Background: an optimization exercise with open tools, aiming at small area. Do not read the settings as production practice. Function was checked by simulation only, so behaviour that the tests miss may differ from the original. Power figures rest on the tool's default switching activity, not on a simulated workload.

`flow/flow/run.sh`:
```
#!/bin/bash
# Own layout flow:
#  1. the standard synthesis (bash standard.sh synth), unchanged;
#  2. the logic between the flip-flops re-mapped by ABC for area (flow/remap.tcl):
#     the flip-flops stay the same instances, names and cell types;
#  3. the standard ORFS layout from that netlist, with buf_2 as the port buffer
#     cell and clock tree synthesis
#     run without dummy loads and with a chosen buffer and sink clustering.
# Each tool's output goes to a log file of its own in this folder.
set -euo pipefail
here=$(pwd)
R=$here/orfs/results/$FLOW_PLATFORM/solver/base
YOSYS=${YOSYS_EXE:-$FLOW_HOME/../tools/install/yosys/bin/yosys}

bash standard.sh synth > log_1_standard_synth.txt 2>&1
cp "$R/1_2_yosys.v" "$R/1_2_yosys_std.v"

export REMAP_LIB=$FLOW_HOME/platforms/$FLOW_PLATFORM/lib/sky130_fd_sc_hd__tt_025C_1v80.lib
export REMAP_IN=$R/1_2_yosys_std.v
export REMAP_OUT=$R/1_2_yosys.v
export REMAP_TOP=$FLOW_TOP
export REMAP_D=$(python3 -c "print(int(float('$FLOW_PERIOD_NS')*1000))")
export REMAP_ABC_SCRIPT=
export REMAP_DONT_USE="$(sed -n '/DONT_USE_CELLS/,/^$/p' "$FLOW_HOME/platforms/$FLOW_PLATFORM/config.mk" | grep -o 'sky130_fd_sc_hd__[a-z0-9_]*' | tr '\n' ' ')"
"$YOSYS" -c "$here/flow/remap.tcl" > log_2_remap.txt 2>&1
rm -f "$R/1_synth.odb" "$R/1_synth.sdc"

export BUFFER_PORTS_ARGS="-buffer_cell sky130_fd_sc_hd__buf_2"
export CTS_ARGS="-sink_clustering_enable -repair_clock_nets -dont_use_dummy_load -sink_clustering_size 9 -sink_clustering_max_diameter 35 -buf_list sky130_fd_sc_hd__clkbuf_4"
bash standard.sh > log_3_layout.txt 2>&1
```
`flow/design.v`:
```
module solver (
    input clk,
    input reset,
    input insert,
    input advance,
    input [3:0] value,
    output [40:0] solution
);
reg [40:0] slot [0:6];
reg [6:0]  sv;
reg [40:0] j7, j8;
reg        v7, v8;
reg [2:0]  q;
reg [40:0] total;
assign solution = total;
wire       ins = insert & ~(value[3] & |value[2:0]);
wire       to_j7 = (value == 4'd7);
wire       to_j8 = (value == 4'd8);
reg [6:0] hit, sel;
reg [2:0] e;
integer k;
always @* begin
    for (k = 0; k < 7; k = k + 1) begin
        e = (k + 7 - q) % 7;
        hit[k] = advance ? (q == k) : (ins & (value == {1'b0, e}));
        sel[k] = sv[k] & hit[k];
    end
end
wire selj7 = v7 & ~advance & to_j7;
wire selj8 = v8 & ~advance & to_j8;
reg [40:0] rd;
integer m;
always @* begin
    rd = {41{selj7}} & j7 | {41{selj8}} & j8;
    for (m = 0; m < 7; m = m + 1)
        rd = rd | ({41{sel[m]}} & slot[m]);
end
wire [40:0] sa_a = rd;
wire [40:0] sa_b = {41{advance & v7}} & j7;
wire        sa_ci = ~advance;
wire [40:0] sa_p = sa_a ^ sa_b;
wire [40:0] sa_g0 = sa_a & sa_b;
wire sa_gc0 = sa_g0[0] | sa_p[0] & sa_ci;
wire sa_G0 = sa_g0[1] | sa_p[1] & sa_gc0;
wire sa_G1 = sa_g0[3] | sa_p[3] & sa_g0[2];
wire sa_P1 = sa_p[3] & sa_p[2];
wire sa_G2 = sa_g0[5] | sa_p[5] & sa_g0[4];
wire sa_P2 = sa_p[5] & sa_p[4];
wire sa_G3 = sa_g0[7] | sa_p[7] & sa_g0[6];
wire sa_P3 = sa_p[7] & sa_p[6];
wire sa_G4 = sa_g0[9] | sa_p[9] & sa_g0[8];
wire sa_P4 = sa_p[9] & sa_p[8];
wire sa_G5 = sa_g0[11] | sa_p[11] & sa_g0[10];
wire sa_P5 = sa_p[11] & sa_p[10];
wire sa_G6 = sa_g0[13] | sa_p[13] & sa_g0[12];
wire sa_P6 = sa_p[13] & sa_p[12];
wire sa_G7 = sa_g0[15] | sa_p[15] & sa_g0[14];
wire sa_P7 = sa_p[15] & sa_p[14];
wire sa_G8 = sa_g0[17] | sa_p[17] & sa_g0[16];
wire sa_P8 = sa_p[17] & sa_p[16];
wire sa_G9 = sa_g0[19] | sa_p[19] & sa_g0[18];
wire sa_P9 = sa_p[19] & sa_p[18];
wire sa_G10 = sa_g0[21] | sa_p[21] & sa_g0[20];
wire sa_P10 = sa_p[21] & sa_p[20];
wire sa_G11 = sa_g0[23] | sa_p[23] & sa_g0[22];
wire sa_P11 = sa_p[23] & sa_p[22];
wire sa_G12 = sa_g0[25] | sa_p[25] & sa_g0[24];
wire sa_P12 = sa_p[25] & sa_p[24];
wire sa_G13 = sa_g0[27] | sa_p[27] & sa_g0[26];
wire sa_P13 = sa_p[27] & sa_p[26];
wire sa_G14 = sa_g0[29] | sa_p[29] & sa_g0[28];
wire sa_P14 = sa_p[29] & sa_p[28];
wire sa_G15 = sa_g0[31] | sa_p[31] & sa_g0[30];
wire sa_P15 = sa_p[31] & sa_p[30];
wire sa_G16 = sa_g0[33] | sa_p[33] & sa_g0[32];
wire sa_P16 = sa_p[33] & sa_p[32];
wire sa_G17 = sa_g0[35] | sa_p[35] & sa_g0[34];
wire sa_P17 = sa_p[35] & sa_p[34];
wire sa_G18 = sa_g0[37] | sa_p[37] & sa_g0[36];
wire sa_P18 = sa_p[37] & sa_p[36];
wire sa_G19 = sa_g0[39] | sa_p[39] & sa_g0[38];
wire sa_P19 = sa_p[39] & sa_p[38];
wire sa_G20 = sa_g0[2] | sa_p[2] & sa_G0;
wire sa_P20 = sa_p[2] & sa_p[1];
wire sa_G21 = sa_G1 | sa_P1 & sa_G0;
wire sa_P21 = sa_P1 & sa_p[1];
wire sa_G22 = sa_g0[6] | sa_p[6] & sa_G2;
wire sa_P22 = sa_p[6] & sa_P2;
wire sa_G23 = sa_G3 | sa_P3 & sa_G2;
wire sa_P23 = sa_P3 & sa_P2;
wire sa_G24 = sa_g0[10] | sa_p[10] & sa_G4;
wire sa_P24 = sa_p[10] & sa_P4;
wire sa_G25 = sa_G5 | sa_P5 & sa_G4;
wire sa_P25 = sa_P5 & sa_P4;
wire sa_G26 = sa_g0[14] | sa_p[14] & sa_G6;
wire sa_P26 = sa_p[14] & sa_P6;
wire sa_G27 = sa_G7 | sa_P7 & sa_G6;
wire sa_P27 = sa_P7 & sa_P6;
wire sa_G28 = sa_g0[18] | sa_p[18] & sa_G8;
wire sa_P28 = sa_p[18] & sa_P8;
wire sa_G29 = sa_G9 | sa_P9 & sa_G8;
wire sa_P29 = sa_P9 & sa_P8;
wire sa_G30 = sa_g0[22] | sa_p[22] & sa_G10;
wire sa_P30 = sa_p[22] & sa_P10;
wire sa_G31 = sa_G11 | sa_P11 & sa_G10;
wire sa_P31 = sa_P11 & sa_P10;
wire sa_G32 = sa_g0[26] | sa_p[26] & sa_G12;
wire sa_P32 = sa_p[26] & sa_P12;
wire sa_G33 = sa_G13 | sa_P13 & sa_G12;
wire sa_P33 = sa_P13 & sa_P12;
wire sa_G34 = sa_g0[30] | sa_p[30] & sa_G14;
wire sa_P34 = sa_p[30] & sa_P14;
wire sa_G35 = sa_G15 | sa_P15 & sa_G14;
wire sa_P35 = sa_P15 & sa_P14;
wire sa_G36 = sa_g0[34] | sa_p[34] & sa_G16;
wire sa_P36 = sa_p[34] & sa_P16;
wire sa_G37 = sa_G17 | sa_P17 & sa_G16;
wire sa_P37 = sa_P17 & sa_P16;
wire sa_G38 = sa_g0[38] | sa_p[38] & sa_G18;
wire sa_P38 = sa_p[38] & sa_P18;
wire sa_G39 = sa_G19 | sa_P19 & sa_G18;
wire sa_P39 = sa_P19 & sa_P18;
wire sa_G40 = sa_g0[4] | sa_p[4] & sa_G21;
wire sa_P40 = sa_p[4] & sa_P21;
wire sa_G41 = sa_G2 | sa_P2 & sa_G21;
wire sa_P41 = sa_P2 & sa_P21;
wire sa_G42 = sa_G22 | sa_P22 & sa_G21;
wire sa_P42 = sa_P22 & sa_P21;
wire sa_G43 = sa_G23 | sa_P23 & sa_G21;
wire sa_P43 = sa_P23 & sa_P21;
wire sa_G44 = sa_g0[12] | sa_p[12] & sa_G25;
wire sa_P44 = sa_p[12] & sa_P25;
wire sa_G45 = sa_G6 | sa_P6 & sa_G25;
wire sa_P45 = sa_P6 & sa_P25;
wire sa_G46 = sa_G26 | sa_P26 & sa_G25;
wire sa_P46 = sa_P26 & sa_P25;
wire sa_G47 = sa_G27 | sa_P27 & sa_G25;
wire sa_P47 = sa_P27 & sa_P25;
wire sa_G48 = sa_g0[20] | sa_p[20] & sa_G29;
wire sa_P48 = sa_p[20] & sa_P29;
wire sa_G49 = sa_G10 | sa_P10 & sa_G29;
wire sa_P49 = sa_P10 & sa_P29;
wire sa_G50 = sa_G30 | sa_P30 & sa_G29;
wire sa_P50 = sa_P30 & sa_P29;
wire sa_G51 = sa_G31 | sa_P31 & sa_G29;
wire sa_P51 = sa_P31 & sa_P29;
wire sa_G52 = sa_g0[28] | sa_p[28] & sa_G33;
wire sa_P52 = sa_p[28] & sa_P33;
wire sa_G53 = sa_G14 | sa_P14 & sa_G33;
wire sa_P53 = sa_P14 & sa_P33;
wire sa_G54 = sa_G34 | sa_P34 & sa_G33;
wire sa_P54 = sa_P34 & sa_P33;
wire sa_G55 = sa_G35 | sa_P35 & sa_G33;
wire sa_P55 = sa_P35 & sa_P33;
wire sa_G56 = sa_g0[36] | sa_p[36] & sa_G37;
wire sa_P56 = sa_p[36] & sa_P37;
wire sa_G57 = sa_G18 | sa_P18 & sa_G37;
wire sa_P57 = sa_P18 & sa_P37;
wire sa_G58 = sa_G38 | sa_P38 & sa_G37;
wire sa_P58 = sa_P38 & sa_P37;
wire sa_G59 = sa_G39 | sa_P39 & sa_G37;
wire sa_P59 = sa_P39 & sa_P37;
wire sa_G60 = sa_g0[8] | sa_p[8] & sa_G43;
wire sa_P60 = sa_p[8] & sa_P43;
wire sa_G61 = sa_G4 | sa_P4 & sa_G43;
wire sa_P61 = sa_P4 & sa_P43;
wire sa_G62 = sa_G24 | sa_P24 & sa_G43;
wire sa_P62 = sa_P24 & sa_P43;
wire sa_G63 = sa_G25 | sa_P25 & sa_G43;
wire sa_P63 = sa_P25 & sa_P43;
wire sa_G64 = sa_G44 | sa_P44 & sa_G43;
wire sa_P64 = sa_P44 & sa_P43;
wire sa_G65 = sa_G45 | sa_P45 & sa_G43;
wire sa_P65 = sa_P45 & sa_P43;
wire sa_G66 = sa_G46 | sa_P46 & sa_G43;
wire sa_P66 = sa_P46 & sa_P43;
wire sa_G67 = sa_G47 | sa_P47 & sa_G43;
wire sa_P67 = sa_P47 & sa_P43;
wire sa_G68 = sa_g0[24] | sa_p[24] & sa_G51;
wire sa_P68 = sa_p[24] & sa_P51;
wire sa_G69 = sa_G12 | sa_P12 & sa_G51;
wire sa_P69 = sa_P12 & sa_P51;
wire sa_G70 = sa_G32 | sa_P32 & sa_G51;
wire sa_P70 = sa_P32 & sa_P51;
wire sa_G71 = sa_G33 | sa_P33 & sa_G51;
wire sa_P71 = sa_P33 & sa_P51;
wire sa_G72 = sa_G52 | sa_P52 & sa_G51;
wire sa_P72 = sa_P52 & sa_P51;
wire sa_G73 = sa_G53 | sa_P53 & sa_G51;
wire sa_P73 = sa_P53 & sa_P51;
wire sa_G74 = sa_G54 | sa_P54 & sa_G51;
wire sa_P74 = sa_P54 & sa_P51;
wire sa_G75 = sa_G55 | sa_P55 & sa_G51;
wire sa_P75 = sa_P55 & sa_P51;
wire sa_G76 = sa_g0[40] | sa_p[40] & sa_G59;
wire sa_P76 = sa_p[40] & sa_P59;
wire sa_G77 = sa_g0[16] | sa_p[16] & sa_G67;
wire sa_P77 = sa_p[16] & sa_P67;
wire sa_G78 = sa_G8 | sa_P8 & sa_G67;
wire sa_P78 = sa_P8 & sa_P67;
wire sa_G79 = sa_G28 | sa_P28 & sa_G67;
wire sa_P79 = sa_P28 & sa_P67;
wire sa_G80 = sa_G29 | sa_P29 & sa_G67;
wire sa_P80 = sa_P29 & sa_P67;
wire sa_G81 = sa_G48 | sa_P48 & sa_G67;
wire sa_P81 = sa_P48 & sa_P67;
wire sa_G82 = sa_G49 | sa_P49 & sa_G67;
wire sa_P82 = sa_P49 & sa_P67;
wire sa_G83 = sa_G50 | sa_P50 & sa_G67;
wire sa_P83 = sa_P50 & sa_P67;
wire sa_G84 = sa_G51 | sa_P51 & sa_G67;
wire sa_P84 = sa_P51 & sa_P67;
wire sa_G85 = sa_G68 | sa_P68 & sa_G67;
wire sa_P85 = sa_P68 & sa_P67;
wire sa_G86 = sa_G69 | sa_P69 & sa_G67;
wire sa_P86 = sa_P69 & sa_P67;
wire sa_G87 = sa_G70 | sa_P70 & sa_G67;
wire sa_P87 = sa_P70 & sa_P67;
wire sa_G88 = sa_G71 | sa_P71 & sa_G67;
wire sa_P88 = sa_P71 & sa_P67;
wire sa_G89 = sa_G72 | sa_P72 & sa_G67;
wire sa_P89 = sa_P72 & sa_P67;
wire sa_G90 = sa_G73 | sa_P73 & sa_G67;
wire sa_P90 = sa_P73 & sa_P67;
wire sa_G91 = sa_G74 | sa_P74 & sa_G67;
wire sa_P91 = sa_P74 & sa_P67;
wire sa_G92 = sa_G75 | sa_P75 & sa_G67;
wire sa_P92 = sa_P75 & sa_P67;
wire sa_G93 = sa_g0[32] | sa_p[32] & sa_G92;
wire sa_P93 = sa_p[32] & sa_P92;
wire sa_G94 = sa_G16 | sa_P16 & sa_G92;
wire sa_P94 = sa_P16 & sa_P92;
wire sa_G95 = sa_G36 | sa_P36 & sa_G92;
wire sa_P95 = sa_P36 & sa_P92;
wire sa_G96 = sa_G37 | sa_P37 & sa_G92;
wire sa_P96 = sa_P37 & sa_P92;
wire sa_G97 = sa_G56 | sa_P56 & sa_G92;
wire sa_P97 = sa_P56 & sa_P92;
wire sa_G98 = sa_G57 | sa_P57 & sa_G92;
wire sa_P98 = sa_P57 & sa_P92;
wire sa_G99 = sa_G58 | sa_P58 & sa_G92;
wire sa_P99 = sa_P58 & sa_P92;
wire sa_G100 = sa_G59 | sa_P59 & sa_G92;
wire sa_P100 = sa_P59 & sa_P92;
wire sa_G101 = sa_G76 | sa_P76 & sa_G92;
wire sa_P101 = sa_P76 & sa_P92;
wire [40:0] sa_c = {sa_G100, sa_G99, sa_G98, sa_G97, sa_G96, sa_G95, sa_G94, sa_G93, sa_G92, sa_G91, sa_G90, sa_G89, sa_G88, sa_G87, sa_G86, sa_G85, sa_G84, sa_G83, sa_G82, sa_G81, sa_G80, sa_G79, sa_G78, sa_G77, sa_G67, sa_G66, sa_G65, sa_G64, sa_G63, sa_G62, sa_G61, sa_G60, sa_G43, sa_G42, sa_G41, sa_G40, sa_G21, sa_G20, sa_G0, sa_gc0, sa_ci};
wire [40:0] sa_s = sa_p ^ sa_c;
wire        clr = reset & ~advance;
wire [40:0] st_a = {41{~clr}} & total;
wire [40:0] st_b = {41{advance | clr & ins}} & rd;
wire        st_ci = ins & ~advance;
wire [40:0] st_p = st_a ^ st_b;
wire [40:0] st_g0 = st_a & st_b;
wire st_gc0 = st_g0[0] | st_p[0] & st_ci;
wire st_G0 = st_g0[1] | st_p[1] & st_gc0;
wire st_G1 = st_g0[3] | st_p[3] & st_g0[2];
wire st_P1 = st_p[3] & st_p[2];
wire st_G2 = st_g0[5] | st_p[5] & st_g0[4];
wire st_P2 = st_p[5] & st_p[4];
wire st_G3 = st_g0[7] | st_p[7] & st_g0[6];
wire st_P3 = st_p[7] & st_p[6];
wire st_G4 = st_g0[9] | st_p[9] & st_g0[8];
wire st_P4 = st_p[9] & st_p[8];
wire st_G5 = st_g0[11] | st_p[11] & st_g0[10];
wire st_P5 = st_p[11] & st_p[10];
wire st_G6 = st_g0[13] | st_p[13] & st_g0[12];
wire st_P6 = st_p[13] & st_p[12];
wire st_G7 = st_g0[15] | st_p[15] & st_g0[14];
wire st_P7 = st_p[15] & st_p[14];
wire st_G8 = st_g0[17] | st_p[17] & st_g0[16];
wire st_P8 = st_p[17] & st_p[16];
wire st_G9 = st_g0[19] | st_p[19] & st_g0[18];
wire st_P9 = st_p[19] & st_p[18];
wire st_G10 = st_g0[21] | st_p[21] & st_g0[20];
wire st_P10 = st_p[21] & st_p[20];
wire st_G11 = st_g0[23] | st_p[23] & st_g0[22];
wire st_P11 = st_p[23] & st_p[22];
wire st_G12 = st_g0[25] | st_p[25] & st_g0[24];
wire st_P12 = st_p[25] & st_p[24];
wire st_G13 = st_g0[27] | st_p[27] & st_g0[26];
wire st_P13 = st_p[27] & st_p[26];
wire st_G14 = st_g0[29] | st_p[29] & st_g0[28];
wire st_P14 = st_p[29] & st_p[28];
wire st_G15 = st_g0[31] | st_p[31] & st_g0[30];
wire st_P15 = st_p[31] & st_p[30];
wire st_G16 = st_g0[33] | st_p[33] & st_g0[32];
wire st_P16 = st_p[33] & st_p[32];
wire st_G17 = st_g0[35] | st_p[35] & st_g0[34];
wire st_P17 = st_p[35] & st_p[34];
wire st_G18 = st_g0[37] | st_p[37] & st_g0[36];
wire st_P18 = st_p[37] & st_p[36];
wire st_G19 = st_g0[39] | st_p[39] & st_g0[38];
wire st_P19 = st_p[39] & st_p[38];
wire st_G20 = st_G1 | st_P1 & st_G0;
wire st_P20 = st_P1 & st_p[1];
wire st_G21 = st_G3 | st_P3 & st_G2;
wire st_P21 = st_P3 & st_P2;
wire st_G22 = st_G5 | st_P5 & st_G4;
wire st_P22 = st_P5 & st_P4;
wire st_G23 = st_G7 | st_P7 & st_G6;
wire st_P23 = st_P7 & st_P6;
wire st_G24 = st_G9 | st_P9 & st_G8;
wire st_P24 = st_P9 & st_P8;
wire st_G25 = st_G11 | st_P11 & st_G10;
wire st_P25 = st_P11 & st_P10;
wire st_G26 = st_G13 | st_P13 & st_G12;
wire st_P26 = st_P13 & st_P12;
wire st_G27 = st_G15 | st_P15 & st_G14;
wire st_P27 = st_P15 & st_P14;
wire st_G28 = st_G17 | st_P17 & st_G16;
wire st_P28 = st_P17 & st_P16;
wire st_G29 = st_G19 | st_P19 & st_G18;
wire st_P29 = st_P19 & st_P18;
wire st_G30 = st_G21 | st_P21 & st_G20;
wire st_P30 = st_P21 & st_P20;
wire st_G31 = st_G23 | st_P23 & st_G22;
wire st_P31 = st_P23 & st_P22;
wire st_G32 = st_G25 | st_P25 & st_G24;
wire st_P32 = st_P25 & st_P24;
wire st_G33 = st_G27 | st_P27 & st_G26;
wire st_P33 = st_P27 & st_P26;
wire st_G34 = st_G29 | st_P29 & st_G28;
wire st_P34 = st_P29 & st_P28;
wire st_G35 = st_G31 | st_P31 & st_G30;
wire st_P35 = st_P31 & st_P30;
wire st_G36 = st_G33 | st_P33 & st_G32;
wire st_P36 = st_P33 & st_P32;
wire st_G37 = st_G36 | st_P36 & st_G35;
wire st_P37 = st_P36 & st_P35;
wire st_G38 = st_G32 | st_P32 & st_G35;
wire st_P38 = st_P32 & st_P35;
wire st_G39 = st_G34 | st_P34 & st_G37;
wire st_P39 = st_P34 & st_P37;
wire st_G40 = st_G22 | st_P22 & st_G30;
wire st_P40 = st_P22 & st_P30;
wire st_G41 = st_G24 | st_P24 & st_G35;
wire st_P41 = st_P24 & st_P35;
wire st_G42 = st_G26 | st_P26 & st_G38;
wire st_P42 = st_P26 & st_P38;
wire st_G43 = st_G28 | st_P28 & st_G37;
wire st_P43 = st_P28 & st_P37;
wire st_G44 = st_G2 | st_P2 & st_G20;
wire st_P44 = st_P2 & st_P20;
wire st_G45 = st_G4 | st_P4 & st_G30;
wire st_P45 = st_P4 & st_P30;
wire st_G46 = st_G6 | st_P6 & st_G40;
wire st_P46 = st_P6 & st_P40;
wire st_G47 = st_G8 | st_P8 & st_G35;
wire st_P47 = st_P8 & st_P35;
wire st_G48 = st_G10 | st_P10 & st_G41;
wire st_P48 = st_P10 & st_P41;
wire st_G49 = st_G12 | st_P12 & st_G38;
wire st_P49 = st_P12 & st_P38;
wire st_G50 = st_G14 | st_P14 & st_G42;
wire st_P50 = st_P14 & st_P42;
wire st_G51 = st_G16 | st_P16 & st_G37;
wire st_P51 = st_P16 & st_P37;
wire st_G52 = st_G18 | st_P18 & st_G43;
wire st_P52 = st_P18 & st_P43;
wire st_G53 = st_g0[2] | st_p[2] & st_G0;
wire st_P53 = st_p[2] & st_p[1];
wire st_G54 = st_g0[4] | st_p[4] & st_G20;
wire st_P54 = st_p[4] & st_P20;
wire st_G55 = st_g0[6] | st_p[6] & st_G44;
wire st_P55 = st_p[6] & st_P44;
wire st_G56 = st_g0[8] | st_p[8] & st_G30;
wire st_P56 = st_p[8] & st_P30;
wire st_G57 = st_g0[10] | st_p[10] & st_G45;
wire st_P57 = st_p[10] & st_P45;
wire st_G58 = st_g0[12] | st_p[12] & st_G40;
wire st_P58 = st_p[12] & st_P40;
wire st_G59 = st_g0[14] | st_p[14] & st_G46;
wire st_P59 = st_p[14] & st_P46;
wire st_G60 = st_g0[16] | st_p[16] & st_G35;
wire st_P60 = st_p[16] & st_P35;
wire st_G61 = st_g0[18] | st_p[18] & st_G47;
wire st_P61 = st_p[18] & st_P47;
wire st_G62 = st_g0[20] | st_p[20] & st_G41;
wire st_P62 = st_p[20] & st_P41;
wire st_G63 = st_g0[22] | st_p[22] & st_G48;
wire st_P63 = st_p[22] & st_P48;
wire st_G64 = st_g0[24] | st_p[24] & st_G38;
wire st_P64 = st_p[24] & st_P38;
wire st_G65 = st_g0[26] | st_p[26] & st_G49;
wire st_P65 = st_p[26] & st_P49;
wire st_G66 = st_g0[28] | st_p[28] & st_G42;
wire st_P66 = st_p[28] & st_P42;
wire st_G67 = st_g0[30] | st_p[30] & st_G50;
wire st_P67 = st_p[30] & st_P50;
wire st_G68 = st_g0[32] | st_p[32] & st_G37;
wire st_P68 = st_p[32] & st_P37;
wire st_G69 = st_g0[34] | st_p[34] & st_G51;
wire st_P69 = st_p[34] & st_P51;
wire st_G70 = st_g0[36] | st_p[36] & st_G43;
wire st_P70 = st_p[36] & st_P43;
wire st_G71 = st_g0[38] | st_p[38] & st_G52;
wire st_P71 = st_p[38] & st_P52;
wire st_G72 = st_g0[40] | st_p[40] & st_G39;
wire st_P72 = st_p[40] & st_P39;
wire [40:0] st_c = {st_G39, st_G71, st_G52, st_G70, st_G43, st_G69, st_G51, st_G68, st_G37, st_G67, st_G50, st_G66, st_G42, st_G65, st_G49, st_G64, st_G38, st_G63, st_G48, st_G62, st_G41, st_G61, st_G47, st_G60, st_G35, st_G59, st_G46, st_G58, st_G40, st_G57, st_G45, st_G56, st_G30, st_G55, st_G44, st_G54, st_G20, st_G53, st_G0, st_gc0, st_ci};
wire [40:0] st_s = st_p ^ st_c;
wire ld7 = ~advance & ins & to_j7;
wire ld8 = ~advance & ins & to_j8;
wire hold7 = ~advance & ~ld7;
wire hold8 = ~advance & ~ld8;
wire [40:0] j7_d = {41{advance}} & j8 | {41{ld7}} & sa_s | {41{hold7}} & j7;
wire [40:0] j8_d = {41{advance}} & rd | {41{ld8}} & sa_s | {41{hold8}} & j8;
integer w;
always @(posedge clk) begin
    j7 <= j7_d;
    j8 <= j8_d;
    for (w = 0; w < 7; w = w + 1)
        if (hit[w])
            slot[w] <= sa_s;
    if (advance) begin
        sv <= sv | hit;
        v7 <= v8;
        v8 <= 1'b1;
        q <= (q == 3'd6) ? 3'd0 : q + 3'd1;
        total <= st_s;
    end else begin
        if (reset) begin
            sv <= hit;
            v7 <= ins & to_j7;
            v8 <= ins & to_j8;
        end else begin
            sv <= sv | hit;
            if (ins & to_j7) v7 <= 1'b1;
            if (ins & to_j8) v8 <= 1'b1;
        end
        if (reset & ~ins)
            q <= 3'd0;
        total <= st_s;
    end
end
endmodule
```
`flow/standard.sh`:
```
#!/bin/bash
# synth_recipe.tcl (not shown) runs the flow's synth.tcl, then flattens the netlist and writes it again
# the make line also repeats each setting of config.mk as NAME=value (left out here)
make -C /OpenROAD-flow-scripts/flow DESIGN_CONFIG=/design/flow/config.mk WORK_HOME=/design/flow/orfs CLKGATE_MAP_FILE= SYNTH_SCRIPT=/design/flow/synth_recipe.tcl "${@:-finish}"
```
`flow/constraint.sdc`:
```
create_clock -name core_clock -period 9.0 [get_ports {clk}]
set_input_delay 1.8000 -clock core_clock [delete_from_list [all_inputs] [get_ports {clk}]]
set_output_delay 1.8000 -clock core_clock [all_outputs]
set_load 0.01 [all_outputs]
```
`flow/flow/remap.tcl`:
```
# Re-map the combinational logic of the standard synthesis netlist for area.
# Flip-flops stay the same instances (same names and cell types); only the
# logic between them is re-mapped by ABC.
yosys -import
set lib $::env(REMAP_LIB)
set in  $::env(REMAP_IN)
set out $::env(REMAP_OUT)
read_liberty -ignore_miss_func -ignore_miss_dir $lib
read_verilog $in
hierarchy -top $::env(REMAP_TOP)
set ffs {}
foreach c [split [exec grep -o {sky130_fd_sc_hd__[a-z0-9_]*} $in | sort -u] "\n"] {
  if {[regexp {__(df|edf|sdf|dl|sedf|conb)} $c]} { lappend ffs $c }
}
blackbox {*}$ffs
flatten
opt -purge
set du {}
foreach c $::env(REMAP_DONT_USE) { lappend du -dont_use $c }
if {[info exists ::env(REMAP_ABC_SCRIPT)] && $::env(REMAP_ABC_SCRIPT) ne ""} {
  abc -liberty $lib {*}$du -D $::env(REMAP_D) -script $::env(REMAP_ABC_SCRIPT)
} else {
  abc -liberty $lib {*}$du -D $::env(REMAP_D)
}
opt_clean -purge
splitnets
opt_clean -purge
hilomap -singleton -hicell sky130_fd_sc_hd__conb_1 HI -locell sky130_fd_sc_hd__conb_1 LO
insbuf -buf sky130_fd_sc_hd__buf_4 A X
opt_clean -purge
read_liberty -lib -ignore_redef $lib
stat -liberty $lib
check -assert
write_verilog -noattr -nohex -nodec $out
```
`flow/config.mk`:
```
export PLATFORM = sky130hd
export DESIGN_NAME = solver
export DESIGN_NICKNAME = solver
export VERILOG_FILES = /design/flow/design.v
export SDC_FILE = /design/flow/constraint.sdc
export NUM_CORES = 4
export LEC_CHECK = 0
export CAP_MARGIN = 20
export CORE_MARGIN = 2
export CORE_UTILIZATION = 70
export SLEW_MARGIN = 20
```
==> impl_metrics.csv, run 1 <==
group,metric,value,unit
run_status,status,"complete, no violations",
setup_path,path_max_fanout,21,
finish,multi_input_area,0.00709,mm²
finish,syn_to_final_growth,7.31,%
placed_design,portBuffers,48,
finish,layout.area.seq,0.0114,mm²
global_route,overflow,0,
cts,cts_resized,0,
finish,n_fill_cell,1746,
setup_path,worst-path-buf-inv,2,
floorplan,rows,59,
floorplan,core_area,0.0261,mm²
pwr,ir_drop,0.162,mV
pwr,p_leak,0.00706,µW
timing,rsz0062_at_grt,"false",
setup_path,cp.arrival,8.79,ns
min_path,hold_path_depth,1,
floorplan,die-width,168,µm
timing,worst_slack,0.606,ns
global_route,first_global_vias,14300,
setup_path,worstSetupStartpointType,"input port",
setup_path,slowest_stage,"xnor2_1",
placed_design,pre_cts_ws,0.135,ns
floorplan,start_util,71.6,%
logic_synthesis,syn_area_per_cell,11.3,µm²
cts,htreeDepth,3,
setup_path,cp-end-kind,"flop",
cts,post-cts-setup-buffers,0,
setup_path,crit_cells,26,
timing,skew,0.129,ns
cts,clkTransAtPathRegs,0.09,ns
flow_run,cap_violations,0,
logic_synthesis,synth_fp_nets,1664,
timing,fin_crit,8.39,ns
timing,setup_tns,0,ns
setup_path,timing_worst_setup_path_type,"input port to flop",
timing,tightest_slew,0.855,ns
routing,vias,14600,
routing,dr.pass1.iters,19,
logic_synthesis,ys_warn_count,2,
routing,drc,0,
placed_design,routabilityCongestion,0.924,
placed_design,place_inst,2042,
cts,cts_buffer_depth,3,
cts,cts-root-buf,"clkbuf_4",
placed_design,place_hpwl,30000,µm
routing,viasPerCell,6.90,
cts,clkLatencyLatePin,0.73,ns
cts,numCtsBuffers,68,
global_route,grt_pass1_wl,77400,µm
finish,final_cells,2111,
finish,utilization,76.9,%
cts,cts_sinks,422,
routing,drt_iter0_drc,1974,
min_path,holdCritPathClass,"flop to flop",
finish,nets,1785,
floorplan,fp.dieH,168,µm
finish,final_layout_size_suffix_gt1_share,10.3,%
timing,post-route-period-util,93.3,%
floorplan,io_pins,49,
setup_path,required,9.39,ns
routing,totalWireLength,49900,µm
timing,fmax,119,MHz
setup_path,worst-r2r-cell-count,25,
logic_synthesis,postSynthCellCount,1656,
global_route,grt_start_max_net_pins,56,
floorplan,dieArea,0.0281,mm²
pwr,powerDensity,226,mW/mm²
setup_path,cp_top_family,"compound AO/OA/AOI/OAI gates",
cts,hold_buffers,0,
cts,cts_tree,"done",
logic_synthesis,netlist_area,0.0187,mm²
setup_path,critical_path.max_stage_delay,0.57,ns
timing,hold_viol,0,
global_route,antenna_found_initial,1,
setup_path,r2r_setup_slack,0.88,ns
timing,max_slew_margin,42.9,%
global_route,grtUsageTotal,35.9,%
pwr,p_total,4540,µW
routing,avgRoutedWirePerCell,23.6,µm
routing,drtAntennaViolNets,0,
timing,slew_violations,0,
timing,setup_viol,0,
## final cells by class
| class | instances | area share [%] |
|---|---|---|
| flip-flops and latches | 422 | 56.6 |
| multi-input cells | 1156 | 35.3 |
| repair buffers | 92 | 2.84 |
| clock buffers | 68 | 2.54 |
| well taps | 335 | 2.09 |
| inverters | 37 | 0.691 |
| diodes | 1 | 0.0125 |
## metal layers
metal / vias to the layer above / wire, µm / track usage, %
li1: 6582 / - / -
met1: 6912 / 18900 / 47.8
met2: 916 / 23700 / 59.9
met3: 154 / 5590 / 5.70
met4: 0 / 1660 / 14.6
met5: - / 0 / 0
## flip-flops by register name, indices dropped and copies added, names as in the netlist
register / count
q: 3
total: 41
j7: 41
sv: 7
slot: 287
v8: 1
j8: 41
v7: 1
## placed cells by master (no fill, tap or decap), types with 54 or more instances in the layout
master / instances
o21ai_0: 99
dfxtp_1: 131
a21oi_1: 87
nand2_1: 251
edfxtp_1: 291
xnor2_1: 65
a222oi_1: 54
nor2_1: 97
a22oi_1: 82
clkbuf_4: 68
## path summary, 6_finish.rpt
kind / from / to
worst max-delay path: value[0] / slot[1][40]$_DFFE_PP_
worst min-delay path: sv[4]$_DFF_P_ / sv[4]$_DFF_P_
worst max register to register: q[2]$_SDFFCE_PP0P_ / total[40]$_DFF_P_
worst min register to register: sv[4]$_DFF_P_ / sv[4]$_DFF_P_
## power by group
part           internal, µW  total, µW  switching, µW
Combinational           345       1010            661
Sequential             2430       2580            146
Clock                   347        957            610
## metrics by stage
| step | instance area (µm²) | hold slack (ns) |
|---|---|---|
| after floorplan | 18800 | 0.420 |
| after global placement | 19600 | 0.446 |
| after detailed placement | 19600 | 0.454 |
| after CTS | 20100 | 0.464 |
| after global routing | 20100 | 0.484 |
| final | 20100 | 0.461 |
==> inputs of run 2 (changes only) <==
--- a/flow/design.v
+++ b/flow/design.v
@@ -11,3 +11,2 @@
 reg [40:0] j7, j8;
-reg        v7, v8;
 reg [2:0]  q;
@@ -28,4 +27,4 @@
 end
-wire selj7 = v7 & ~advance & to_j7;
-wire selj8 = v8 & ~advance & to_j8;
+wire selj7 = ~advance & to_j7;
+wire selj8 = ~advance & to_j8;
 reg [40:0] rd;
@@ -38,3 +37,3 @@
 wire [40:0] sa_a = rd;
-wire [40:0] sa_b = {41{advance & v7}} & j7;
+wire [40:0] sa_b = {41{advance}} & j7;
 wire        sa_ci = ~advance;
@@ -404,4 +403,4 @@
 wire ld8 = ~advance & ins & to_j8;
-wire hold7 = ~advance & ~ld7;
-wire hold8 = ~advance & ~ld8;
+wire hold7 = ~advance & ~ld7 & ~reset;
+wire hold8 = ~advance & ~ld8 & ~reset;
 wire [40:0] j7_d = {41{advance}} & j8 | {41{ld7}} & sa_s | {41{hold7}} & j7;
@@ -417,4 +416,2 @@
         sv <= sv | hit;
-        v7 <= v8;
-        v8 <= 1'b1;
         q <= (q == 3'd6) ? 3'd0 : q + 3'd1;
@@ -424,8 +421,4 @@
             sv <= hit;
-            v7 <= ins & to_j7;
-            v8 <= ins & to_j8;
         end else begin
             sv <= sv | hit;
-            if (ins & to_j7) v7 <= 1'b1;
-            if (ins & to_j8) v8 <= 1'b1;
         end
==> run 2 against run 1 <==
Still clean on timing, DRC and antenna. Sequential share of layout area is 0.34 points higher. Via count down 1.7%. Non-clock buffer count shrank 4. Critical path depth down 2. Critical endpoint is now slot[5][40]$_DFFE_PP_. Largest power group unchanged.
==> impl_metrics.csv, run 2 <==
group,metric,value,unit
finish,final_common_cell,"edfxtp_1",
timing,setup_tns,0,ns
routing,drtAntennaViolNets,0,
logic_synthesis,synth_fp_nets,1582,
placed_design,pre_cts_ws,0.285,ns
cts,htreeDepth,2,
setup_path,required,9.46,ns
floorplan,rows,59,
pwr,powerDensity,214,mW/mm²
routing,viasPerCell,7.10,
placed_design,place_hpwl,29600,µm
timing,rsz0062_at_grt,"false",
finish,final_cells,2017,
cts,cts_tree,"done",
cts,clkLatencyLatePin,0.78,ns
timing,skew,0.132,ns
cts,post-cts-setup-buffers,0,
timing,setup_viol,0,
routing,totalWireLength,49100,µm
timing,tightest_slew,1.12,ns
routing,drc,0,
pwr,p_total,4250,µW
finish,largest_register_ffs,287,
setup_path,cp-startpoint,"value[1]",
timing,slew_violations,0,
routing,avgRoutedWirePerCell,24.3,µm
setup_path,worst_r2r_startpoint,"q[1]$_SDFFCE_PP0P_",
cts,clkTransAtPathRegs,0.09,ns
floorplan,core_area,0.0261,mm²
logic_synthesis,netlist_area,0.0186,mm²
finish,final_cell_mix,"290 x edfxtp_1, 204 x nand2_1, 130 x dfxtp_1",
pwr,p_leak,0.00698,µW
pwr,ir_drop,0.181,mV
setup_path,path_max_fanout,9,
floorplan,start_util,71.5,%
setup_path,r2r_setup_slack,1.22,ns
timing,max_slew_margin,25.5,%
logic_synthesis,ys_warn_count,2,
placed_design,place_inst,1956,
floorplan,fp.dieH,167,µm
finish,largest_register,"slot",
min_path,holdCritPathClass,"flop to flop",
global_route,grt_start_max_net_pins,72,
setup_path,timing.critical_path.to,"slot[5][40]$_DFFE_PP_",
global_route,antenna_found_initial,1,
pwr,intPower,2970,µW
timing,fin_crit,8.05,ns
global_route,grtUsageTotal,34.9,%
setup_path,worstSetupStartpointType,"input port",
finish,nets,1691,
timing,fmax,124,MHz
logic_synthesis,postSynthCellCount,1574,
pwr,power_frac_comb,20.5,%
global_route,first_global_vias,13800,
cts,cts-root-buf,"clkbuf_4",
global_route,grt_pass1_wl,75400,µm
setup_path,cp-end-kind,"flop",
cts,cts_resized,0,
pwr,p_switching,1280,µW
cts,cts_buffer_depth,3,
placed_design,routabilityCongestion,0.863,
cts,hold_buffers,0,
global_route,overflow,0,
pwr,switching_share,30.1,%
logic_synthesis,syn_area_per_cell,11.8,µm²
floorplan,io_pins,49,
routing,vias,14300,
cts,cts_sinks,420,
floorplan,dieArea,0.0279,mm²
timing,worst_slack,0.951,ns
pwr,clkPwrFrac,20.8,%
floorplan,die-width,167,µm
setup_path,worst-r2r-cell-count,23,
setup_path,timing_worst_setup_path_type,"input port to flop",
placed_design,portBuffers,48,
finish,final_layout_size_suffix_gt1_share,10.2,%
flow_run,cap_violations,0,
run_status,status,"complete, no violations",
routing,dr.pass1.iters,9,
setup_path,r2r_end,"slot[5][40]$_DFFE_PP_",
setup_path,cp.arrival,8.50,ns
finish,syn_to_final_growth,6.74,%
cts,numCtsBuffers,60,
timing,post-route-period-util,89.4,%
routing,drt_iter0_drc,1859,
pwr,power_frac_seq,58.7,%
timing,hold_viol,0,
## run 2: worst min path at each step
stage / startpoint / to / slack (ns) / depth (start not counted)
2_1_floorplan: sv[0]$_DFF_P_ / sv[0]$_DFF_P_ / 0.42 / 1
3_3_place_gp: sv[2]$_DFF_P_ / sv[2]$_DFF_P_ / 0.44 / 1
3_5_place_dp: j8[6]$_DFF_P_ / j8[6]$_DFF_P_ / 0.45 / 2
4_1_cts: j8[6]$_DFF_P_ / j8[6]$_DFF_P_ / 0.46 / 2
5_1_grt: j8[36]$_DFF_P_ / j8[36]$_DFF_P_ / 0.49 / 2
6_report: j8[6]$_DFF_P_ / j8[6]$_DFF_P_ / 0.46 / 2
## run 2: worst max-delay path: stages
cell	delay, ns
buf_2	0.15
xnor3_1	0.32
nor3b_1	0.25
o211ai_1	0.22
a21boi_4	0.47
a221oi_1	0.16
and4_1	0.27
a21o_1	0.21
o21ai_0	0.25
nand2_1	0.12
a311o_1	0.39
a311oi_1	0.45
o311ai_0	0.22
nor4_1	0.39
o311ai_0	0.25
a31oi_1	0.36
o21a_1	0.27
nand3_1	0.13
a311oi_1	0.49
o311ai_0	0.30
a21oi_1	0.35
a221oi_1	0.19
xnor3_1	0.34
clkinv_1	0.15
## run 2: through the flow
stage          hold slack (ns)  utilization [%]  cell area, µm²
2_1_floorplan            0.420                -           18600
3_3_place_gp             0.440             74.6           19400
3_5_place_dp             0.446             74.6           19400
4_1_cts                  0.462             76.3           19900
5_1_grt                  0.485             76.3           19900
6_report                 0.463             76.3           19900
## run 2: layer usage
layer	vias to the layer above	track usage, %	share of wire (%)	wire length (µm)
met5	-	0	0	0
met4	0	14.0	3.7	1830
met2	932	54.8	46	22500
met1	6829	49.0	39	19000
li1	6409	-	-	-
met3	141	6.10	12	5720
## run 2: power groups by stage
stage | sequential (µW) | clock, µW | combinational [µW]
global placement | 2520 | 0 | 830
global route | 2520 | 964 | 950
detailed placement | 2530 | 0 | 857
floorplan | 2480 | 0 | 681
finish | 2500 | 885 | 870
CTS | 2490 | 888 | 861
## run 2: layout make-up
class / count / area (µm²)
Inverter: 58 / 218
Clock buffer: 60 / 450
Multi-Input combinational cell: 1055 / 6910
Timing Repair Buffer: 88 / 568
Fill cell: 1738 / 6180
Sequential cell: 420 / 11300
Antenna cell: 1 / 2.50
Tap cell: 335 / 419
==> inputs of run 3 (changes only) <==
--- a/flow/design.v
+++ b/flow/design.v
@@ -9,3 +9,2 @@
 reg [40:0] slot [0:6];
-reg [6:0]  sv;
 reg [40:0] j7, j8;
@@ -14,6 +13,7 @@
 assign solution = total;
-wire       ins = insert & ~(value[3] & |value[2:0]);
+wire       ins   = insert & ~(value[3] & |value[2:0]);
 wire       to_j7 = (value == 4'd7);
 wire       to_j8 = (value == 4'd8);
-reg [6:0] hit, sel;
+wire       clr   = reset & ~advance;
+reg [6:0] hit;
 reg [2:0] e;
@@ -24,3 +24,2 @@
         hit[k] = advance ? (q == k) : (ins & (value == {1'b0, e}));
-        sel[k] = sv[k] & hit[k];
     end
@@ -34,3 +33,3 @@
     for (m = 0; m < 7; m = m + 1)
-        rd = rd | ({41{sel[m]}} & slot[m]);
+        rd = rd | ({41{hit[m]}} & slot[m]);
 end
@@ -247,3 +246,2 @@
 wire [40:0] sa_s = sa_p ^ sa_c;
-wire        clr = reset & ~advance;
 wire [40:0] st_a = {41{~clr}} & total;
@@ -401,29 +399,28 @@
 wire [40:0] st_s = st_p ^ st_c;
+reg [6:0] keep;
+reg [40:0] slot_d [0:6];
+integer u;
+always @* begin
+    for (u = 0; u < 7; u = u + 1) begin
+        keep[u] = ~hit[u] & ~clr;
+        slot_d[u] = {41{hit[u]}} & sa_s | {41{keep[u]}} & slot[u];
+    end
+end
 wire ld7 = ~advance & ins & to_j7;
 wire ld8 = ~advance & ins & to_j8;
-wire hold7 = ~advance & ~ld7 & ~reset;
-wire hold8 = ~advance & ~ld8 & ~reset;
-wire [40:0] j7_d = {41{advance}} & j8 | {41{ld7}} & sa_s | {41{hold7}} & j7;
-wire [40:0] j8_d = {41{advance}} & rd | {41{ld8}} & sa_s | {41{hold8}} & j8;
+wire keep7 = ~advance & ~ld7 & ~reset;
+wire keep8 = ~advance & ~ld8 & ~reset;
+wire [40:0] j7_d = {41{advance}} & j8 | {41{ld7}} & sa_s | {41{keep7}} & j7;
+wire [40:0] j8_d = {41{advance}} & rd | {41{ld8}} & sa_s | {41{keep8}} & j8;
 integer w;
 always @(posedge clk) begin
+    for (w = 0; w < 7; w = w + 1)
+        slot[w] <= slot_d[w];
     j7 <= j7_d;
     j8 <= j8_d;
-    for (w = 0; w < 7; w = w + 1)
-        if (hit[w])
-            slot[w] <= sa_s;
-    if (advance) begin
-        sv <= sv | hit;
+    total <= st_s;
+    if (advance)
         q <= (q == 3'd6) ? 3'd0 : q + 3'd1;
-        total <= st_s;
-    end else begin
-        if (reset) begin
-            sv <= hit;
-        end else begin
-            sv <= sv | hit;
-        end
-        if (reset & ~ins)
-            q <= 3'd0;
-        total <= st_s;
-    end
+    else if (reset & ~ins)
+        q <= 3'd0;
 end
==> run 3 against run 2 <==
Still clean. Synthesized area decreased by 3.2%. Non-clock buffer count grew 12. Clock power fell by 0.6%. Flip-flop and latch count is 7 lower. Sequential share of layout area decreased by 14 points. Combinational power shrank 47%. Count of clock-buffer cells in the layout fell by 2. Die area shrank 3.1%. Global-route usage rose by 6.5 points. Total power is 24% lower. Largest cell class is now multi-input gates. Highest routed layer unchanged.
==> impl_metrics.csv, run 3 <==
group,metric,value,unit
logic_synthesis,ys_warn_count,3,
floorplan,core_area,0.0253,mm²
floorplan,io_pins,49,
global_route,first_global_vias,16800,
timing,slew_violations,0,
timing,skew,0.112,ns
floorplan,dieArea,0.0271,mm²
finish,final_layout_size_suffix_gt1_share,8.74,%
cts,cts_tree,"done",
setup_path,timing.critical_path.to,"total[39]$_DFF_P_",
pwr,clkPwrFrac,27.1,%
finish,syn_to_final_growth,7.57,%
floorplan,fp.dieH,164,µm
placed_design,routabilityCongestion,0.930,
setup_path,r2r_end,"total[39]$_DFF_P_",
cts,post-cts-setup-buffers,0,
finish,final_cell_area,0.0194,mm²
logic_synthesis,synth_fp_nets,2030,
timing,fin_crit,8.41,ns
flow_run,cap_violations,0,
finish,final_common_cell,"dfxtp_1",
placed_design,place_hpwl,34100,µm
setup_path,r2r_setup_slack,0.80,ns
setup_path,worst-r2r-cell-count,25,
floorplan,die-width,164,µm
cts,clkLatencyLatePin,0.73,ns
timing,post-route-period-util,93.5,%
floorplan,rows,58,
finish,nets,2149,
logic_synthesis,postSynthCellCount,2022,
setup_path,worst_r2r_startpoint,"q[1]$_SDFFCE_PP0P_",
pwr,powerDensity,168,mW/mm²
finish,largest_register,"slot",
placed_design,dpl_cell_area,0.0190,mm²
timing,worst_slack,0.587,ns
pwr,p_total,3250,µW
global_route,grtUsageTotal,41.4,%
finish,final_cell_mix,"410 x dfxtp_1, 370 x nand2_1, 242 x o21ai_0",
timing,max_slew_margin,16.7,%
routing,viasPerCell,7.12,
global_route,antenna_found_initial,1,
run_status,status,"complete, no violations",
cts,cts-root-buf,"clkbuf_4",
cts,hold_buffers,0,
logic_synthesis,syn_area_per_cell,8.92,µm²
routing,drtAntennaViolNets,0,
floorplan,start_util,71.4,%
routing,drt_iter0_drc,2970,
pwr,ir_drop,0.132,mV
pwr,intPower,2280,µW
timing,rsz0062_at_grt,"false",
timing,setup_viol,0,
pwr,power_frac_comb,14.1,%
finish,largest_register_ffs,287,
min_path,holdCritPathClass,"flop to flop",
routing,vias,17600,
placed_design,portBuffers,48,
placed_design,pre_cts_ws,0.0335,ns
global_route,grt_start_max_net_pins,78,
global_route,overflow,0,
routing,drc,0,
placed_design,place_inst,2411,
setup_path,required,9.61,ns
timing,setup_tns,0,ns
logic_synthesis,netlist_area,0.0180,mm²
routing,avgRoutedWirePerCell,23.1,µm
routing,totalWireLength,57000,µm
cts,cts_buffer_depth,3,
pwr,power_frac_seq,58.8,%
cts,htreeDepth,2,
cts,numCtsBuffers,58,
cts,cts_resized,0,
timing,tightest_slew,1.25,ns
setup_path,cp-startpoint,"advance",
cts,clkTransAtPathRegs,0.08,ns
global_route,grt_pass1_wl,88200,µm
setup_path,cp.arrival,9.02,ns
setup_path,cp-end-kind,"flop",
timing,fmax,119,MHz
pwr,p_leak,0.00701,µW
setup_path,worstSetupStartpointType,"input port",
pwr,switching_share,29.9,%
timing,hold_viol,0,
routing,dr.pass1.iters,10,
setup_path,timing_worst_setup_path_type,"input port to flop",
setup_path,path_max_fanout,19,
pwr,p_switching,971,µW
finish,final_cells,2470,
cts,cts_sinks,413,
## run 3: critical path, cell delays in order
cell and delay, ns:
buf_4 0.13, or3b_1 0.49, or4_1 0.63, o31ai_4 0.26, buf_4 0.32, a222oi_1 0.13
o2111ai_1 0.22, o21a_1 0.19, o21ai_0 0.10, a311oi_1 0.37, o311ai_0 0.25, a21oi_1 0.26
o21ai_0 0.18, a311oi_1 0.50, o311a_1 0.26, a21oi_1 0.21, o41ai_2 0.69, nand3_1 0.22
o311ai_0 0.39, buf_4 0.20, a21boi_0 0.14, maj3_1 0.44, o221ai_1 0.33, o21ai_0 0.17
xnor2_1 0.15
## run 3: power groups by stage
stage | clock [µW] | combinational (µW) | sequential [µW]
floorplan | 0 | 249 | 1940
global placement | 0 | 433 | 1950
detailed placement | 0 | 438 | 1950
CTS | 876 | 440 | 1910
global route | 944 | 474 | 1920
finish | 880 | 459 | 1910
## run 3: worst min path at each step
stage	cells after the start	slack, ns	start	endpoint
global placement	2	0.43	slot[0][16]$_DFF_P_	slot[0][16]$_DFF_P_
floorplan	2	0.42	slot[6][1]$_DFF_P_	slot[6][1]$_DFF_P_
detailed placement	2	0.44	slot[6][15]$_DFF_P_	slot[6][15]$_DFF_P_
finish	2	0.46	slot[1][10]$_DFF_P_	slot[1][10]$_DFF_P_
CTS	2	0.46	slot[6][16]$_DFF_P_	slot[6][16]$_DFF_P_
global route	2	0.48	slot[1][10]$_DFF_P_	slot[1][10]$_DFF_P_
## run 3: final cells by class
type                       instances  area, µm²
antenna                            1       2.50
fill                            1842       5860
sequential                       413       8300
clock buffer                      58        435
multi-input combinational       1519       9430
inverter                          49        184
tap                              330        413
timing repair buffer             100        633
## run 3: per-layer routing
layer,global-route usage [%],vias to the layer above,share of wire [%]
li1,-,7876,-
met1,54.1,8240,38
met2,66.2,1212,44
met3,6.83,270,12
met4,21.7,0,5.4
met5,0,-,0
## run 3: per-stage QoR
step / hold WS (ns) / util (%)
6_report: 0.462 / 76.8
5_1_grt: 0.479 / 76.8
4_1_cts: 0.462 / 76.8
3_5_place_dp: 0.443 / 75.1
3_3_place_gp: 0.432 / 75.1
2_1_floorplan: 0.418 / -

re-timing with driven ports:
No port has a modelled driver above. Below, the same layouts with a new extraction and two added sets of constraints.
Step 1 assumes that a clkbuf_16 drives the clock port and a buf_2 every other input.
Step 2 adds t to the input delays and takes it off the output delays; t is the mean of the earliest and latest rising clock arrival at the registers after step 1. Input paths then give back, and output paths get back, about the clock's delay inside the block.
a / b / c = no drivers / after step 1 / after step 2; a / b = the first two.
run	t (ns)	setup slack, ns	hold WS [ns]	latest minus earliest clock arrival (ns)	slew at the worst register clock pin (ns)
run 1	0.714	0.606 / 0.632 / -0.082	0.461 / 0.461 / 0.461	0.129 / 0.128	0.10 / 0.10
run 2	0.761	0.951 / 0.976 / 0.215	0.463 / 0.463 / 0.463	0.132 / 0.132	0.11 / 0.11
run 3	0.720	0.587 / 0.609 / -0.111	0.462 / 0.462 / 0.462	0.112 / 0.112	0.11 / 0.11
With both steps, setup timing fails in run 1 and run 3, where it was met with ideal ports. The setup slack of run 2, which loses most, moves by +0.025 ns with the drivers and by -0.736 ns with both steps.
